Source: an optimization exercise on an open RTL-to-GDS flow (aim: small area). Production flows keep margins and buffers that such runs may drop.
Only simulation tests tie the RTL to the original design; equivalence was not proved.

==> flow/design.v (excerpt) <==
module Modu_BPU(
	clk,Iter,blockIndex,Parallel_degree,Init_Flag_BPU_M,Init_Flag_BPU_L,initBeta,Alpha_In_BPU,
	data_In_BPU,
	q_up,
	betaValueOut_next,Le_sys,Le_par,D
	);
export LEC_CHECK = 0
export ABC_AREA = 1
export CAP_MARGIN = 20
export CORE_MARGIN = 2
export CORE_UTILIZATION = 75
export PLACE_DENSITY = 0.85
export SETUP_SLACK_MARGIN = 0.1
export SLEW_MARGIN = 20
create_clock -name core_clock -period 10.0 [get_ports {clk}]
standard.sh (not shown) runs the stock make flow with config.mk's settings and CLKGATE_MAP_FILE= SYNTH_SCRIPT=/design/flow/synth_recipe.tcl, a recipe that flattens the netlist after the stock synthesis.
==> flow/flow/run.sh <==
#!/bin/bash
# The standard layout, with the port buffers taken from the smallest
# buffer cell instead of the one buffer_ports picks by default.
set -e
export BUFFER_PORTS_ARGS="-buffer_cell sky130_fd_sc_hd__buf_1"
bash standard.sh > standard.log 2>&1
==> next run, changes <==
--- a/flow/design.v
+++ b/flow/design.v
@@ -119,35 +119,35 @@
 		input [11:0] v;
 		begin
 			if (v[11:9] == 3'b000 || v[11:9] == 3'b111)
 				sat10 = v[9:0];
 			else
 				sat10 = v[11] ? 10'h200 : 10'h1ff;
 		end
 	endfunction
 	function [7:0] scale_sat;
 		input [12:0] x;
+		reg sign, big, sat;
 		reg [13:0] mag, t1, t2;
-		reg [7:0] t;
-		reg big, sat_p, sat_n;
-		begin
-			mag = x[12] ? add14(~{x[12], x}, 14'd0, 1'b1) : {x[12], x};
-			big = |mag[13:9];
+		begin
+			sign = x[12];
+			big = sign ? ((x[11:9] != 3'b111) | (x[8:0] == 9'd0)) : (x[11:9] != 3'b000);
+			mag = sign ? add14({5'd0, ~x[8:0]}, 14'd0, 1'b1) : {5'd0, x[8:0]};
 			t1 = add14({7'd0, mag[8:2]}, {8'd0, mag[8:3]}, 1'b0);
-			t2 = add14(t1, ~{11'd0, mag[8:6]}, 1'b1);
-			t = t2[7:0];
-			sat_p = big | t[7];
-			sat_n = big | (t[7] & (|t[6:0]));
-			if (x[12])
-				scale_sat = sat_n ? 8'h80 : (~t + 8'd1);
-			else
-				scale_sat = sat_p ? 8'h7f : t;
+			t2 = add14(t1, {5'h1f, ~{3'd0, mag[8:6]}}, ~sign);
+			if (sign) begin
+				sat = big | (~t2[8] & t2[7]);
+				scale_sat = sat ? 8'h80 : ~t2[7:0];
+			end else begin
+				sat = big | t2[7];
+				scale_sat = sat ? 8'h7f : t2[7:0];
+			end
 		end
 	endfunction
 	reg [8:0] sa_r;    
 	reg [6:0] par_r;   
 	wire [13:0] sa_in = add14d({{7{data_In_BPU[6]}}, data_In_BPU[6:0]}, {{6{data_In_BPU[21]}}, data_In_BPU[21:14]}, 1'b0);
 	always @(posedge clk) begin
 		sa_r  <= sa_in[8:0];
 		par_r <= data_In_BPU[13:7];
 	end
 	wire [13:0] g0f = add14({{5{sa_r[8]}}, sa_r}, {{7{par_r[6]}}, par_r}, 1'b0);    
=> Routed wire length decreases slightly. Setup slack loses 0.017 ns. Via count came out higher slightly. Sequential share of layout area is about the same. Count of clock-buffer cells in the layout climbs by 4. Worst hold slack barely changes. Global-route usage went down by 1.2 points. Die area stays the same. Non-clock buffer count went down by 4.


## P
Modu_BPU, a different RTL version from the one above (not shown whole).
Size: about 4400 cells after synthesis, ~350 flip-flops, ~300 I/O pins, roughly 35000 um^2 of cells after synthesis.
export LEC_CHECK = 0
export ABC_AREA = 1
export CAP_MARGIN = 20
export CORE_MARGIN = 2
export CORE_UTILIZATION = 75
export PLACE_DENSITY = 0.85
export SETUP_SLACK_MARGIN = 0.1
export SLEW_MARGIN = 20
create_clock -name core_clock -period 10.0 [get_ports {clk}]
Scripts as last shown in full above: flow/flow/run.sh
Edits applied to the flow inputs when going from P to Q:
--- a/flow/design.v
+++ b/flow/design.v
@@ -58,41 +58,60 @@
 		integer i;
 		reg c;
 		begin
 			c = 1'b1;
 			for (i = 0; i < 13; i = i + 1)
 				if (i < n)
 					c = (a[i] & ~b[i]) | (c & (a[i] | ~b[i]));
 			carry13 = c;
 		end
 	endfunction
+	function carry4;
+		input [3:0] a;
+		input [3:0] b;
+		input ci;
+		integer i;
+		reg c;
+		begin
+			c = ci;
+			for (i = 0; i < 4; i = i + 1)
+				c = (a[i] & ~b[i]) | (c & (a[i] | ~b[i]));
+			carry4 = c;
+		end
+	endfunction
 	function [10:0] emax;
 		input [10:0] a;
 		input [10:0] b;
 		begin
 			emax = (a[10] ^ ~b[10] ^ carry13({2'b00, a}, {2'b00, b}, 11)) ? b : a;
 		end
 	endfunction
 	function [11:0] qmax;
 		input [11:0] a;
 		input [11:0] b;
 		begin
 			qmax = (a[11] ^ ~b[11] ^ carry13({2'b00, a}, {2'b00, b}, 11)) ? b : a;
 		end
 	endfunction
 	function [11:0] qmaxf;
 		input [11:0] a;
 		input [11:0] b;
-		reg [11:0] d;
-		begin
-			d = a - b;
-			qmaxf = d[11] ? b : a;
+		reg c4, c8_0, c8_1, c8, c11_0, c11_1, c11;
+		begin
+			c4 = carry13({9'd0, a[3:0]}, {9'd0, b[3:0]}, 4);
+			c8_0 = carry4(a[7:4], b[7:4], 1'b0);
+			c8_1 = carry4(a[7:4], b[7:4], 1'b1);
+			c8 = c4 ? c8_1 : c8_0;
+			c11_0 = carry4({a[10:8], 1'b1}, {b[10:8], 1'b1}, 1'b0);
+			c11_1 = carry4({a[10:8], 1'b1}, {b[10:8], 1'b1}, 1'b1);
+			c11 = c8 ? c11_1 : c11_0;
+			qmaxf = (a[11] ^ ~b[11] ^ c11) ? b : a;
 		end
 	endfunction
 	function [9:0] sat10;
 		input [11:0] v;
 		begin
 			if (v[11:9] == 3'b000 || v[11:9] == 3'b111)
 				sat10 = v[9:0];
 			else
 				sat10 = v[11] ? 10'h200 : 10'h1ff;
 		end
@@ -222,27 +241,39 @@
 	reg [8:0] sa_2;
 	always @(posedge clk) begin
 		Fs1 <= qmaxf(qmax(addo(M1, px), subo(M2, px)), qmax(subo(M3, px), addo(M4, px)));
 		Fs2 <= qmaxf(qmax(subo(M5, px), addo(M6, px)), qmax(addo(M7, px), subo(M8, px)));
 		Fp1 <= qmaxf(qmax(addo(M1, sx), subo(M6, sx)), qmax(subo(M7, sx), addo(M4, sx)));
 		Fp2 <= qmaxf(qmax(subo(M5, sx), addo(M2, sx)), qmax(addo(M3, sx), subo(M8, sx)));
 		sa_2 <= sa_1;
 	end
 	wire [13:0] les_f = add14(sx12(Fs1), ~sx12(Fs2), 1'b1);
 	wire [13:0] lep_f = add14(sx12(Fp1), ~sx12(Fp2), 1'b1);
-	wire [13:0] d_t = add14(les_f, {{4{sa_2[8]}}, sa_2, 1'b0}, 1'b0);
+	function sgn_add;
+		input [13:0] a;
+		input [13:0] b;
+		integer i;
+		reg c;
+		begin
+			c = 1'b0;
+			for (i = 0; i < 13; i = i + 1)
+				c = (a[i] & b[i]) | (c & (a[i] | b[i]));
+			sgn_add = a[13] ^ b[13] ^ c;
+		end
+	endfunction
+	wire d_sign = sgn_add(les_f, {{4{sa_2[8]}}, sa_2, 1'b0});
 	reg [12:0] les_r, lep_r;
 	reg [1:0] d_pipe;
 	always @(posedge clk) begin
 		les_r <= les_f[12:0];
 		lep_r <= lep_f[12:0];
-		d_pipe <= {d_pipe[0], d_t[13]};
+		d_pipe <= {d_pipe[0], d_sign};
 	end
 	assign D = d_pipe[1];
 	reg [31:0] les_pipe, lep_pipe;
 	always @(posedge clk) begin
 		les_pipe <= {les_pipe[23:0], scale_sat(les_r)};
 		lep_pipe <= {lep_pipe[23:0], scale_sat(lep_r)};
 	end
 	assign Le_sys = les_pipe[31:24];
 	assign Le_par = lep_pipe[31:24];
 endmodule
Notes after the runs:
Critical path depth (Q vs. P) increases by a little under 10%. P → Q: layout-stage area growth over the synthesis result went down; fraction of the mapped netlist area in compound gates went up; number of clock buffers in the layout went down; portion of the layout cell area used by clock cells went up; global placer's final weighted congestion went up. Q improves on P in sum of net half-perimeters after detailed placement. Higher final standard cell area without fillers was reported by P, not Q. Sequential share of layout area: Q vs P up 0.41 points. Fmax (lower): P. Q did not stop at any stage, and its layout met the timing, DRC and antenna checks. Q — number of placed instances with taps included 159 lower, P as reference.


== quartz ==
Another version of the RTL of Modu_BPU (not shown whole).
For scale: ~300 I/O pins, about 33,000 µm² of cells after synthesis.
export LEC_CHECK = 0
export ABC_AREA = 1
export CAP_MARGIN = 20
export CORE_MARGIN = 2
export CORE_UTILIZATION = 75
export PLACE_DENSITY = 0.85
export SETUP_SLACK_MARGIN = 0.1
export SLEW_MARGIN = 20
create_clock -name core_clock -period 10.0 [get_ports {clk}]
Scripts as last shown in full above: flow/flow/run.sh
Ran to the end and failed final checks on negative setup slack: quartz.
Here is what was changed in the inputs of indigo compared with quartz.
--- a/flow/design.v
+++ b/flow/design.v
@@ -148,19 +148,22 @@
 				scale_sat = sat ? 8'h7f : t2[7:0];
 			end
 		end
 	endfunction
 	reg [8:0] sa_r;    
 	reg [6:0] par_r;   
+	reg [9:0] g0r, g1r;
 	wire [13:0] sa_in = add14d({{7{data_In_BPU[6]}}, data_In_BPU[6:0]}, {{6{data_In_BPU[21]}}, data_In_BPU[21:14]}, 1'b0);
+	wire [13:0] g0f = add14(sa_in, {{7{data_In_BPU[13]}}, data_In_BPU[13:7]}, 1'b0);
+	wire [13:0] g1f = add14(sa_in, ~{{7{data_In_BPU[13]}}, data_In_BPU[13:7]}, 1'b1);
 	always @(posedge clk) begin
 		sa_r  <= sa_in[8:0];
 		par_r <= data_In_BPU[13:7];
+		g0r   <= g0f[9:0];
+		g1r   <= g1f[9:0];
 	end
-	wire [13:0] g0f = add14({{5{sa_r[8]}}, sa_r}, {{7{par_r[6]}}, par_r}, 1'b0);    
-	wire [13:0] g1f = add14({{5{sa_r[8]}}, sa_r}, ~{{7{par_r[6]}}, par_r}, 1'b1);   
 	reg [79:0] Breg;
 	wire [9:0] B0 = Breg[9:0],   B1 = Breg[19:10], B2 = Breg[29:20], B3 = Breg[39:30];
 	wire [9:0] B4 = Breg[49:40], B5 = Breg[59:50], B6 = Breg[69:60], B7 = Breg[79:70];
 	function [10:0] gsub;
 		input [9:0] g;
 		input [9:0] n;
@@ -176,13 +179,13 @@
 		reg [13:0] d;
 		begin
 			d = add14(sx10(g), sx10(n), 1'b0);
 			gadd = d[10:0];
 		end
 	endfunction
-	wire [9:0] g0 = g0f[9:0], g1 = g1f[9:0];
+	wire [9:0] g0 = g0r, g1 = g1r;
 	wire [10:0] G0p = gsub(g0, B1), G1p = gsub(g1, B1);
 	wire [10:0] H0 = gadd(g0, B1), H1 = gadd(g1, B1);
 	function [11:0] tp;
 		input [9:0] b;
 		input [10:0] gp;
 		reg [13:0] d;
Results
- The met2 demand-to-capacity share in global routing in indigo sits 1.9 points below the value recorded for quartz.
- Share of the yosys chip area belonging to registers ends up higher on indigo.
- Diff quartz..indigo | number of antenna-violating nets in the routed design | unchanged
- Compared to quartz, indigo reaches a higher achievable clock.
- Against quartz, indigo comes in 1.9 points lower on area added between synthesis and finish.
- In summary, indigo completed successfully, with a layout that passed the timing, DRC and antenna checks.
- | quartz | all stages done | FAIL | negative setup slack |
- [compare] base=quartz new=indigo: area after synthesis higher; number of setup buffers added after CTS flat; met1 capacity usage during global routing picked up an extra 1.1 points.


Another version of the RTL of Modu_BPU (not shown whole).
For scale: roughly 220 flip-flops, about 300 I/O pins.
==> module Modu_BPU, before the edit <==
module Modu_BPU(
	clk,Iter,blockIndex,Parallel_degree,Init_Flag_BPU_M,Init_Flag_BPU_L,initBeta,Alpha_In_BPU,
	data_In_BPU,
	q_up,
	betaValueOut_next,Le_sys,Le_par,D
	);
	input clk;
	input [3:0] Iter;
	input [2:0] blockIndex;
	input [3:0] Parallel_degree;
	input Init_Flag_BPU_M;
	input Init_Flag_BPU_L;
	input [79:0] initBeta;
	input [79:0] Alpha_In_BPU;
	input [21:0] data_In_BPU;
	input [3:0] q_up;
	output [79:0] betaValueOut_next;
	output [7:0] Le_sys;
	output [7:0] Le_par;
	output D;
	function [11:0] qmax;
		input [11:0] a;
		input [11:0] b;
		reg [11:0] d;
		begin
			d = a - b;
			qmax = d[11] ? b : a;
		end
	endfunction
	function [10:0] emax;
		input [10:0] a;
		input [10:0] b;
		reg [11:0] d;
		begin
			d = {a[10], a} - {b[10], b};
			emax = d[11] ? b : a;
		end
	endfunction
	function [9:0] sat10;
		input [11:0] v;
		begin
			if (v[11:9] == 3'b000 || v[11:9] == 3'b111)
				sat10 = v[9:0];
			else
				sat10 = v[11] ? 10'h200 : 10'h1ff;
		end
	endfunction
	function [7:0] scale_sat;
		input [12:0] x;
		reg [13:0] ex, mag, s;
		reg [12:0] o;
		begin
			ex = {x[12], x};
			mag = ex[13] ? (~ex + 14'd1) : ex;
			s = {2'b00, mag[13:2]} + {3'b000, mag[13:3]} - {6'b000000, mag[13:6]};
			o = x[12] ? (~s[12:0] + 13'd1) : s[12:0];
			if (o[12:7] == 6'b000000 || o[12:7] == 6'b111111)
				scale_sat = o[7:0];
			else
				scale_sat = o[12] ? 8'h80 : 8'h7f;
		end
	endfunction
	reg [8:0] sa_r;    
	reg [6:0] par_r;   
	always @(posedge clk) begin
		sa_r  <= {{2{data_In_BPU[6]}}, data_In_BPU[6:0]} + {data_In_BPU[21], data_In_BPU[21:14]};
		par_r <= data_In_BPU[13:7];
	end
	wire [9:0] g0 = {sa_r[8], sa_r} + {{3{par_r[6]}}, par_r};    
	wire [9:0] g1 = {sa_r[8], sa_r} - {{3{par_r[6]}}, par_r};    
	reg [79:0] Breg;
	wire [9:0] B0 = Breg[9:0],   B1 = Breg[19:10], B2 = Breg[29:20], B3 = Breg[39:30];
	wire [9:0] B4 = Breg[49:40], B5 = Breg[59:50], B6 = Breg[69:60], B7 = Breg[79:70];
	function [10:0] cn;
		input [9:0] b;
		input [9:0] n;
		begin
			cn = {b[9], b} - {n[9], n};
		end
	endfunction
	wire [10:0] C0 = cn(B0, B1), C2 = cn(B2, B1), C3 = cn(B3, B1), C4 = cn(B4, B1);
	wire [10:0] C5 = cn(B5, B1), C6 = cn(B6, B1), C7 = cn(B7, B1);
	wire [11:0] g0x = {{2{g0[9]}}, g0};
	wire [11:0] g1x = {{2{g1[9]}}, g1};
	function [9:0] bfly;
		input [10:0] ci;
		input [10:0] cj;
		input [11:0] g;
		reg [11:0] t1, t2;
		reg [12:0] d;
		begin
			t1 = {ci[10], ci} + g;
			t2 = {cj[10], cj} - g;
			d = {t1[11], t1} - {t2[11], t2};
			bfly = sat10(d[12] ? t2 : t1);
		end
	endfunction
	assign betaValueOut_next = {
		bfly(C6, C7,  g0x),    
		bfly(C4, C5,  g1x),    
		bfly(C2, C3, -g1x),    
		bfly(C0, 11'd0, -g0x), 
		bfly(C6, C7, -g0x),    
		bfly(C4, C5, -g1x),    
		bfly(C2, C3,  g1x),    
		bfly(C0, 11'd0, g0x)   
	};
	wire init_any = Init_Flag_BPU_L == 1 || Init_Flag_BPU_M == 1;
	wire init_zero = (Iter==0 && Init_Flag_BPU_L==1'b0 && Init_Flag_BPU_M==1'b1)
		|| (q_up == 1 && blockIndex<Parallel_degree-1 && Iter==0 && Init_Flag_BPU_L==1'b1 && Init_Flag_BPU_M==1'b0);
	always @(posedge clk) begin
		if (init_any)
			Breg <= init_zero ? 80'd0 : initBeta;
		else
			Breg <= betaValueOut_next;
	end
	function [10:0] ab;
		input [9:0] a;
		input [9:0] b;
		begin
			ab = {a[9], a} + {b[9], b};
		end
	endfunction
	wire [9:0] A0 = Alpha_In_BPU[9:0],   A1 = Alpha_In_BPU[19:10], A2 = Alpha_In_BPU[29:20], A3 = Alpha_In_BPU[39:30];
	wire [9:0] A4 = Alpha_In_BPU[49:40], A5 = Alpha_In_BPU[59:50], A6 = Alpha_In_BPU[69:60], A7 = Alpha_In_BPU[79:70];
	wire [10:0] M1 = emax(ab(A0,B0), ab(A4,B1));
	wire [10:0] M2 = emax(ab(A1,B2), ab(A5,B3));
	wire [10:0] M3 = emax(ab(A6,B4), ab(A2,B5));
	wire [10:0] M4 = emax(ab(A7,B6), ab(A3,B7));
	wire [10:0] M5 = emax(ab(A4,B0), ab(A0,B1));
	wire [10:0] M6 = emax(ab(A5,B2), ab(A1,B3));
	wire [10:0] M7 = emax(ab(A2,B4), ab(A6,B5));
	wire [10:0] M8 = emax(ab(A3,B6), ab(A7,B7));
	wire [11:0] px = {{5{par_r[6]}}, par_r};
	wire [11:0] sx = {{3{sa_r[8]}}, sa_r};
	function [11:0] ext;
		input [10:0] m;
		begin
			ext = {m[10], m};
		end
	endfunction
	wire [11:0] Fs1 = qmax(qmax(ext(M1) + px, ext(M2) - px), qmax(ext(M3) - px, ext(M4) + px));
	wire [11:0] Fs2 = qmax(qmax(ext(M5) - px, ext(M6) + px), qmax(ext(M7) + px, ext(M8) - px));
	wire [11:0] Fp1 = qmax(qmax(ext(M1) + sx, ext(M6) - sx), qmax(ext(M7) - sx, ext(M4) + sx));
	wire [11:0] Fp2 = qmax(qmax(ext(M5) - sx, ext(M2) + sx), qmax(ext(M3) + sx, ext(M8) - sx));
	wire [12:0] les_t = {Fs1[11], Fs1} - {Fs2[11], Fs2};
	wire [12:0] lep_t = {Fp1[11], Fp1} - {Fp2[11], Fp2};
	wire [13:0] d_t = {les_t[12], les_t} + {{4{sa_r[8]}}, sa_r, 1'b0};
	reg [12:0] les_r, lep_r;
	reg [3:0] d_pipe;
	always @(posedge clk) begin
		les_r <= les_t;
		lep_r <= lep_t;
		d_pipe <= {d_pipe[2:0], d_t[13]};
	end
	assign D = d_pipe[3];
	reg [47:0] les_pipe, lep_pipe;
	always @(posedge clk) begin
		les_pipe <= {les_pipe[39:0], scale_sat(les_r)};
		lep_pipe <= {lep_pipe[39:0], scale_sat(lep_r)};
	end
	assign Le_sys = les_pipe[47:40];
	assign Le_par = lep_pipe[47:40];
endmodule
make LEC_CHECK=0 CAP_MARGIN=20 CORE_MARGIN=2 CORE_UTILIZATION=40 PLACE_DENSITY=0.6 SLEW_MARGIN=20 finish   # period 10.0 ns
run.sh (not shown) runs the stock make flow with config.mk's settings and CLKGATE_MAP_FILE= SYNTH_SCRIPT=/design/flow/synth_recipe.tcl, a recipe that flattens the netlist after the stock synthesis.
Stock flow here: none of the scripts above is used.
The baseline produced a layout that fails on setup timing.
Change:
--- a/flow/design.v
+++ b/flow/design.v
@@ -138,28 +138,36 @@
 		input [10:0] m;
 		begin
 			ext = {m[10], m};
 		end
 	endfunction
-	wire [11:0] Fs1 = qmax(qmax(ext(M1) + px, ext(M2) - px), qmax(ext(M3) - px, ext(M4) + px));
-	wire [11:0] Fs2 = qmax(qmax(ext(M5) - px, ext(M6) + px), qmax(ext(M7) + px, ext(M8) - px));
-	wire [11:0] Fp1 = qmax(qmax(ext(M1) + sx, ext(M6) - sx), qmax(ext(M7) - sx, ext(M4) + sx));
-	wire [11:0] Fp2 = qmax(qmax(ext(M5) - sx, ext(M2) + sx), qmax(ext(M3) + sx, ext(M8) - sx));
+	reg [11:0] Xs1, Ys1, Xs2, Ys2, Xp1, Yp1, Xp2, Yp2;
+	reg [8:0] sa_d;
+	always @(posedge clk) begin
+		Xs1 <= qmax(ext(M1) + px, ext(M2) - px);
+		Ys1 <= qmax(ext(M3) - px, ext(M4) + px);
+		Xs2 <= qmax(ext(M5) - px, ext(M6) + px);
+		Ys2 <= qmax(ext(M7) + px, ext(M8) - px);
+		Xp1 <= qmax(ext(M1) + sx, ext(M6) - sx);
+		Yp1 <= qmax(ext(M7) - sx, ext(M4) + sx);
+		Xp2 <= qmax(ext(M5) - sx, ext(M2) + sx);
+		Yp2 <= qmax(ext(M3) + sx, ext(M8) - sx);
+		sa_d <= sa_r;
+	end
+	wire [11:0] Fs1 = qmax(Xs1, Ys1);
+	wire [11:0] Fs2 = qmax(Xs2, Ys2);
+	wire [11:0] Fp1 = qmax(Xp1, Yp1);
+	wire [11:0] Fp2 = qmax(Xp2, Yp2);
 	wire [12:0] les_t = {Fs1[11], Fs1} - {Fs2[11], Fs2};
 	wire [12:0] lep_t = {Fp1[11], Fp1} - {Fp2[11], Fp2};
-	wire [13:0] d_t = {les_t[12], les_t} + {{4{sa_r[8]}}, sa_r, 1'b0};
-	reg [12:0] les_r, lep_r;
-	reg [3:0] d_pipe;
-	always @(posedge clk) begin
-		les_r <= les_t;
-		lep_r <= lep_t;
-		d_pipe <= {d_pipe[2:0], d_t[13]};
-	end
-	assign D = d_pipe[3];
+	wire [13:0] d_t = {les_t[12], les_t} + {{4{sa_d[8]}}, sa_d, 1'b0};
+	reg [2:0] d_pipe;
 	reg [47:0] les_pipe, lep_pipe;
 	always @(posedge clk) begin
-		les_pipe <= {les_pipe[39:0], scale_sat(les_r)};
-		lep_pipe <= {lep_pipe[39:0], scale_sat(lep_r)};
+		d_pipe <= {d_pipe[1:0], d_t[13]};
+		les_pipe <= {les_pipe[39:0], scale_sat(les_t)};
+		lep_pipe <= {lep_pipe[39:0], scale_sat(lep_t)};
 	end
+	assign D = d_pipe[2];
 	assign Le_sys = les_pipe[47:40];
 	assign Le_par = lep_pipe[47:40];
 endmodule
Result: The new run went through all stages and came out clean. Routed wire length went up slightly. Maximum frequency is higher by a quarter to a third. Worst hold slack improved by 0.027 ns. Count of clock-buffer cells in the layout went up by 19.

## re-timing with driven ports
In the flow no input, the clock included, has a driving cell. The finished layouts below were timed again as built, in two steps.
Step 1, drivers: a clkbuf_16 drives clk and a buf_2 each remaining input, both assumed.
Step 2 also shifts input and output timing later by t, the mid clock arrival at the registers, as if the neighbouring blocks saw the same clock.
Three values: no drivers, after step 1, after step 2; two values: the first two.
| run | t, ns | setup WS [ns] | hold WS [ns] |
|---|---|---|---|
| the first run of note 1 | 0.633 | 0.340 / 0.279 / 0.912 | 0.325 / 0.325 / 0.325 |
| the second run of note 1 | 0.640 | 0.323 / 0.260 / 0.900 | 0.325 / 0.325 / 0.325 |
| P | 0.635 | 0.267 / 0.200 / 0.835 | 0.320 / 0.320 / 0.320 |
| Q | 0.667 | 0.367 / 0.303 / 0.970 | 0.326 / 0.326 / 0.326 |
| quartz | 0.655 | -0.004 / -0.070 / 0.585 | 0.319 / 0.319 / 0.319 |
| indigo | 0.637 | 0.359 / 0.295 / 0.932 | 0.323 / 0.323 / 0.323 |
| the first run of note 4 | 0.701 | -2.578 / -2.558 / -3.259 | 0.297 / 0.297 / 0.297 |
| the second run of note 4 | 0.688 | 0.183 / 0.114 / 0.010 | 0.324 / 0.324 / 0.324 |
The setup slack of the first run of note 4, which loses most, moves by +0.020 ns with the drivers and by -0.681 ns with both steps.
